Background: an optimization exercise with open tools, aiming at small area and a short achievable clock period. Do not read the settings as production practice.
Only simulation tests tie the RTL to the original design; equivalence was not proved.
Power and IR drop assume default switching activity.

yarrow:
==> flow/design.v <==
module elm_log13(
    input  [12:0] a,
    output [3:0]  n,
    output [2:0]  f
    );
    wire        z3 = ~|a[12:5];
    wire [12:0] a1 = z3 ? {a[4:0], 8'd0} : a;
    wire        z2 = ~|a1[12:9];
    wire [12:0] a2 = z2 ? {a1[8:0], 4'd0} : a1;
    wire        z1 = ~|a2[12:11];
    wire [12:0] a3 = z1 ? {a2[10:0], 2'd0} : a2;
    wire        z0 = ~a3[12];
    wire [11:0] a4 = z0 ? {a3[10:0], 1'b0} : a3[11:0];
    wire        az = ~a3[12] & ~a3[11];
    assign n = az ? 4'd0 : 4'd12 - {z3, z2, z1, z0};
    assign f = a4[11:9];
endmodule
module elm_stage1(
    input  [15:0] x,
    input  [15:0] y,
    output [17:0] e,
    output        sf0,
    output [3:0]  nx,
    output [2:0]  fx,
    output [3:0]  ny,
    output [2:0]  fy,
    output        s
    );
    wire x_one = x[13] ^ x[14];
    wire x_two = ~x_one & (x[15] ^ x[14]);
    wire x_neg = x[15] & ~(x[14] & x[13]);
    wire y_one = y[13] ^ y[14];
    wire y_two = ~y_one & (y[15] ^ y[14]);
    wire y_neg = y[15] & ~(y[14] & y[13]);
    wire [17:0] ys = {{2{y[15]}}, y};
    wire [17:0] xs = {{4{x[13]}}, x[13:0]};
    wire [17:0] pa = (({18{x_one}} & ys) | ({18{x_two}} & {ys[16:0], 1'b0})) ^ {18{x_neg}};
    wire [17:0] pb = (({18{y_one}} & xs) | ({18{y_two}} & {xs[16:0], 1'b0})) ^ {18{y_neg}};
    assign e = pa + pb + {17'd0, x_neg};
    assign sf0 = y_neg;
    elm_log13 lx(.a(x[12:0] ^ {13{x[13]}}), .n(nx), .f(fx));
    elm_log13 ly(.a(y[12:0] ^ {13{y[13]}}), .n(ny), .f(fy));
    wire nz = (x[13] | (|x[7:0])) & (y[13] | (|y[7:0]));
    assign s = nz & (x[13] ^ y[13]);
endmodule
module elm_stage2(
    input  [17:0] e,
    input         sf0,
    input  [7:0]  l,
    input         s,
    input         z,
    output [31:0] p
    );
    wire [4:0] k = l[7:3];
    wire [2:0] f = l[2:0];
    wire [28:0] d = {28'd0, ~z} << k;
    wire [25:0] a = d[25:0] | ({26{f[2]}} & d[26:1])
                            | ({26{f[1]}} & d[27:2])
                            | ({26{f[0]}} & d[28:3]);
    wire [27:0] m = {s, s, a ^ {26{s}}};
    wire        c14 = sf0 & (|m[13:0]);
    assign p[13:0]  = m[13:0] - {13'd0, sf0};
    assign p[31:14] = e + {{4{m[27]}}, m[27:14]} + {17'd0, c14};
endmodule
module mult_top(
    input clk,
    input  [15:0] x,
    input  [15:0] y,
    output reg [31:0] p_out
    );
    wire [17:0] e;
    wire        sf0, s;
    wire [3:0]  nx, ny;
    wire [2:0]  fx, fy;
    elm_stage1 s1(.x(x), .y(y), .e(e), .sf0(sf0),
                  .nx(nx), .fx(fx), .ny(ny), .fy(fy), .s(s));
    reg [17:0] e_r;
    reg        sf0_r, s_r, z_r;
    reg [6:0]  lx_r, ly_r;
    always @(posedge clk) begin
        e_r   <= e;
        sf0_r <= sf0;
        s_r   <= s;
        z_r   <= ~((x[13] | (|x[7:0])) & (y[13] | (|y[7:0])));
        lx_r  <= {nx, fx};
        ly_r  <= {ny, fy};
    end
    wire [7:0]  l = {1'b0, lx_r} + {1'b0, ly_r};
    wire [31:0] p;
    elm_stage2 s2(.e(e_r), .sf0(sf0_r), .l(l), .s(s_r), .z(z_r), .p(p));
    always @(posedge clk)
        p_out <= p;
endmodule
clock: 7.0 ns
lec_check: 0
abc_area: 1
cap_margin: 20
core_margin: 2
core_utilization: 40
setup_slack_margin: 3.5
slew_margin: 20
run.sh (not shown) runs the stock make flow with config.mk's settings and CLKGATE_MAP_FILE= SYNTH_SCRIPT=/design/flow/synth_recipe.tcl, a recipe that flattens the netlist after the stock synthesis.
> inputs changed (yarrow -> xenon)
Settings: changing SETUP_SLACK_MARGIN from 3.5 to 3.0.
==> flow/flow/run.sh (new file) <==
#!/bin/bash
# Layout flow: the standard ORFS flow (standard.sh) with these changes:
#  - synthesis runs flow/synth.tcl: synth_recipe.tcl with ABC using flow/abc.script;
#  - Yosys's full/half adder extraction is off (ADDER_MAP_FILE empty), so ABC
#    maps the adders itself;
#  - the port buffers are sky130_fd_sc_hd__buf_2 instead of the delay buffer
#    buffer_ports picks by default.
# make's full output goes to flow_make.log; each tool's log is under orfs/logs/.
set -euo pipefail
cd "$(dirname "$0")/.."
export FLOW_ABC_SCRIPT="$PWD/flow/abc.script"
sed "s#synth_recipe.tcl#flow/synth.tcl#" standard.sh > flow_standard.sh
bash flow_standard.sh ADDER_MAP_FILE= "BUFFER_PORTS_ARGS=-buffer_cell sky130_fd_sc_hd__buf_2" finish > flow_make.log 2>&1
==> flow/flow/abc.script (new file) <==
strash
dch
map -D 5000
topo
stime -c
buffer -c
upsize -c
dnsize -c
==> flow/flow/synth.tcl (new file) <==
# synth_recipe.tcl (the standard synthesis) with one change: the abc call uses
# flow/abc.script in place of ORFS's ABC script.
proc synth {args} { yosys synth -nofsm -noshare {*}$args }
proc abc {args} {
  set i [lsearch -exact $args -script]
  lset args [expr {$i + 1}] $::env(FLOW_ABC_SCRIPT)
  yosys abc {*}$args
}
source $::env(SCRIPTS_DIR)/synth.tcl
# left out here: clear keep_hierarchy, flatten, clean up, hide names made inside functions, write 1_2_yosys.v
==> flow/standard.sh (new file) <==
#!/bin/bash
# synth_recipe.tcl (not shown) runs the flow's synth.tcl, then flattens the netlist and writes it again
# the make line also repeats each setting of config.mk as NAME=value (left out here)
make -C /OpenROAD-flow-scripts/flow DESIGN_CONFIG=/design/flow/config.mk WORK_HOME=/design/flow/orfs CLKGATE_MAP_FILE= SYNTH_SCRIPT=/design/flow/synth_recipe.tcl "${@:-finish}"
removed: flow/run.sh
Looking at routed length on met1 across yarrow and xenon, the one that comes out higher is yarrow.
The final hold slack of xenon is lower than that of yarrow.
The number of non-clock inverters reported for xenon is greater than that of yarrow by 33.
Side by side, signed area change from the synthesized netlist to the final layout turned out lower in xenon than in yarrow.
Sort yarrow and xenon by number of vias after detailed routing asc -> top: xenon
[inputs] indigo vs xenon
==> flow/flow/abc.script <==
strash
dch
map -B 0.9
topo
Results
indigo vs xenon on sequential power share: indigo is the higher one.
xenon vs indigo, slowest library cell on the worst path: sky130_fd_sc_hd__o31ai_4 vs sky130_fd_sc_hd__o21ai_0
The combinational fraction of design power of indigo falls short of that of xenon by 6.0 points.
The post-synthesis instance total number comes out higher for indigo vs xenon.
Result: PASS for each of indigo and xenon
Changes observed in indigo relative to xenon: total wire length after detailed routing went down, number of clock-tree buffers in the layout went up by 3, maximum fanout along the worst path rose 11.
Modified inputs, fjord compared to indigo
Settings: SETUP_SLACK_MARGIN now 4.0, was 3.0.
==> flow/flow/run.sh <==
#!/bin/bash
# Layout flow: the standard ORFS flow (standard.sh) with Yosys's full/half
# adder extraction turned off (ADDER_MAP_FILE empty), so that ABC maps the
# adders itself. Everything else, including the synthesis script, is standard.
set -euo pipefail
cd "$(dirname "$0")/.."
bash standard.sh ADDER_MAP_FILE= finish > flow_make.log 2>&1
removed: flow/flow/abc.script
removed: flow/flow/synth.tcl
--- outcome ---
- In fjord the share of the final layout cell area in sequential cells turned out 6.0 points lower than in indigo.
- Of fjord and indigo, fjord shows the higher least setup slack across all paths after layout, with indigo below it.
- The final reports for fjord and indigo show combinational power share higher in the former.
- fjord does better than indigo on achievable frequency.
- Compared with indigo, fjord shows cell count higher by 208.
- Between fjord and indigo, the endpoint arrival time on the critical path is higher for indigo.
- Re maximum fanout along the worst path: indigo was higher than fjord.
--- input diff fjord..pepper ---
Settings: SETUP_SLACK_MARGIN changed from 4.0 to 3.5; ABC_AREA changed from 1 to 0.
==> flow/run.sh (new file) <==
#!/bin/bash
# synth_recipe.tcl (not shown) runs the flow's synth.tcl, then flattens the netlist and writes it again
# the make line also repeats each setting of config.mk as NAME=value (left out here)
make -C /OpenROAD-flow-scripts/flow DESIGN_CONFIG=/design/flow/config.mk WORK_HOME=/design/flow/orfs CLKGATE_MAP_FILE= SYNTH_SCRIPT=/design/flow/synth_recipe.tcl finish
removed: flow/flow/run.sh
removed: flow/standard.sh
Results
- Relative to fjord, pepper degrades worst slack after detailed placement.
- The leakage power number comes out lower for pepper vs fjord.
- When the final numbers for pepper and fjord were put side by side, the power share of the sequential group turned out to be greater in pepper.
- Post-detailed-routing wire length in pepper is about 10% below fjord.
- For the overall power, pepper came in about 6.5% lower than fjord did.
- Kind of critical path = input pin to register: fjord; kind of critical path = register to register: pepper
## Diff of input files: raven against pepper
Settings: ABC_AREA: 0 -> unset; SETUP_SLACK_MARGIN: 3.5 -> unset.
==> comparison <==
Min overall power consumption across raven and pepper: raven. Relative to pepper, total length of routed wires decreased by about 17% in raven. Compared with pepper, in raven worst path buffer plus inverter count lost 2, non-clock buffer count lost 118. The core utilization in raven sits 12 points below the value recorded for pepper. Summary of raven over pepper: synthesized cell count closely matched the old numbers, worst hold slack now sits lower, number of clock buffer instances in the layout fell by 1, setup slack decreased 0.88 ns.

---

Starts from the design.v that is shown in full above.
export LEC_CHECK = 0
export ABC_AREA = 1
export CAP_MARGIN = 20
export CORE_MARGIN = 2
export CORE_UTILIZATION = 40
export SLEW_MARGIN = 20
create_clock -name core_clock -period 7.0 [get_ports {clk}]
standard.sh (not shown) runs the stock make flow with config.mk's settings and CLKGATE_MAP_FILE= SYNTH_SCRIPT=/design/flow/synth_recipe.tcl, a recipe that flattens the netlist after the stock synthesis.
==> flow/flow/run.sh <==
#!/bin/bash
# Layout flow: the standard ORFS flow (standard.sh) with Yosys's full/half
# adder extraction turned off (ADDER_MAP_FILE empty), so that ABC maps the
# adders itself. Everything else, including the synthesis script, is standard.
set -euo pipefail
cd "$(dirname "$0")/.."
bash standard.sh ADDER_MAP_FILE= finish > flow_make.log 2>&1
Change:
==> flow/flow/run.sh (replaced) <==
#!/bin/bash
# Layout flow: the standard ORFS flow (standard.sh) with two changes:
#  - Yosys's full/half adder extraction is off (ADDER_MAP_FILE empty), so ABC
#    maps the adders itself;
#  - the port buffers are sky130_fd_sc_hd__buf_2 instead of the delay buffer
#    buffer_ports picks by default.
# make's full output goes to flow_make.log; each tool's log is under orfs/logs/.
set -euo pipefail
cd "$(dirname "$0")/.."
bash standard.sh ADDER_MAP_FILE= "BUFFER_PORTS_ARGS=-buffer_cell sky130_fd_sc_hd__buf_2"  finish > flow_make.log 2>&1
SETUP_SLACK_MARGIN = 2.5   (was default)
Result: Count of clock-buffer cells in the layout goes down by 1. Non-clock buffer count went up by 1. Die area stays the same. Total power stays flat. Final cell count is about the same. Routed wire length came out higher slightly. Worst setup slack improves by 930 ps. Register-to-register slack gets better by 70 ps. Sequential power went down slightly. Clock skew is about the same.
Change:
CORE_UTILIZATION = 65   (was 40)
PLACE_DENSITY = 0.75   (was default)
SETUP_SLACK_MARGIN = 3.0   (was 2.5)
What happened: The new run completed with no timing, DRC or antenna violations. Core utilization increases by 27 points. Power decreases by 6.8%. Area after synthesis stays the same. Combinational power stays flat. Via count rose by 3.3%. Fmax goes up by 9.2%. Cell area falls by 2.6%. Count of clock-buffer cells in the layout falls by 1. Worst hold slack improved by 22 ps. Routed wire length barely changes.
Change:
==> flow/run.sh (new file) <==
#!/bin/bash
# synth_recipe.tcl (not shown) runs the flow's synth.tcl, then flattens the netlist and writes it again
# the make line also repeats each setting of config.mk as NAME=value (left out here)
make -C /OpenROAD-flow-scripts/flow DESIGN_CONFIG=/design/flow/config.mk WORK_HOME=/design/flow/orfs CLKGATE_MAP_FILE= SYNTH_SCRIPT=/design/flow/synth_recipe.tcl finish
CORE_UTILIZATION = 40   (was 65)
PLACE_DENSITY = default   (was 0.75)
SETUP_SLACK_MARGIN = default   (was 3.0)
removed: flow/flow/run.sh
removed: flow/standard.sh
Final area rose by 8.8%.
Sequential share of layout area shrinks by 1.5 points.
Via count went down by 4.5%.
First-iteration DRC count rises by 31%.
Setup slack got worse by 1800 ps.
Maximum frequency went down by 32%.
Cell count shrinks by 3.0%.
Global-route usage falls by 11 points.
Change:
==> flow/flow/run.sh (new file) <==
#!/bin/bash
# Layout flow: the standard ORFS flow (standard.sh) with two changes:
#  - Yosys's full/half adder extraction is off (ADDER_MAP_FILE empty), so ABC
#    maps the adders itself;
#  - the port buffers are sky130_fd_sc_hd__buf_2 instead of the delay buffer
#    buffer_ports picks by default.
# make's full output goes to flow_make.log; each tool's log is under orfs/logs/.
set -euo pipefail
cd "$(dirname "$0")/.."
bash standard.sh ADDER_MAP_FILE= "BUFFER_PORTS_ARGS=-buffer_cell sky130_fd_sc_hd__buf_2"  finish > flow_make.log 2>&1
==> flow/standard.sh (new file) <==
#!/bin/bash
# synth_recipe.tcl (not shown) runs the flow's synth.tcl, then flattens the netlist and writes it again
# the make line also repeats each setting of config.mk as NAME=value (left out here)
make -C /OpenROAD-flow-scripts/flow DESIGN_CONFIG=/design/flow/config.mk WORK_HOME=/design/flow/orfs CLKGATE_MAP_FILE= SYNTH_SCRIPT=/design/flow/synth_recipe.tcl "${@:-finish}"
SETUP_SLACK_MARGIN = 3.5   (was default)
removed: flow/run.sh
Routed wire length is higher by 11%. Design area is higher by 9.6%. Setup slack gains 2200 ps. Total power is higher by 2.5%. Clock skew is about the same. Maximum frequency is higher by 64%. Clock power is lower by 12%. Clock-buffer cell count is lower by 2. Core utilization is higher by 5.4 points.

## separate check: timing with driven ports
In the flow no input, the clock included, has a driving cell. The finished layouts below were timed again as built, in two steps. Step 1: set_driving_cell puts a clkbuf_16 on clk and a buf_2 on each other input, an assumption about the parent block. Step 2, shift: input delay + t, output delay - t, t = (earliest + latest rising clock arrival at the registers) / 2. This alone moves slack from input paths to output paths. Slacks: no drivers / after step 1 / after step 2; pairs: no drivers / after step 1.
run	t (ns)	setup slack, ns	worst setup path at the end	clock arrival spread, ns	worst slew at a driven data input, ns
yarrow	0.383	2.534 / 2.534 / 2.534	register to register	0.007 / 0.007	0.09
xenon	0.376	2.746 / 2.724 / 2.348	input to register	0.005 / 0.005	0.08
indigo	0.376	3.261 / 3.263 / 2.888	input to register	0.007 / 0.007	0.05
fjord	0.376	3.505 / 3.513 / 3.137	input to register	0.007 / 0.007	0.08
pepper	0.378	1.893 / 1.893 / 1.893	register to register	0.007 / 0.007	0.06
raven	0.368	1.014 / 1.014 / 1.014	register to register	0.008 / 0.008	0.05
the first run of note 2	0.367	1.951 / 1.964 / 1.597	input to register	0.009 / 0.009	0.04
the second run of note 2	0.373	2.885 / 2.902 / 2.528	input to register	0.007 / 0.007	0.03
the third run of note 2	0.388	3.231 / 3.224 / 2.837	input to register	0.009 / 0.009	0.04
the fourth run of note 2	0.374	1.443 / 1.459 / 1.085	input to register	0.004 / 0.004	0.03
the fifth run of note 2	0.373	3.611 / 3.536 / 3.162	input to register	0.006 / 0.005	0.13
After both steps every run listed still meets setup and hold. The setup slack of the fifth run of note 2, which loses most, moves by -0.075 ns with the drivers and by -0.449 ns with both steps.
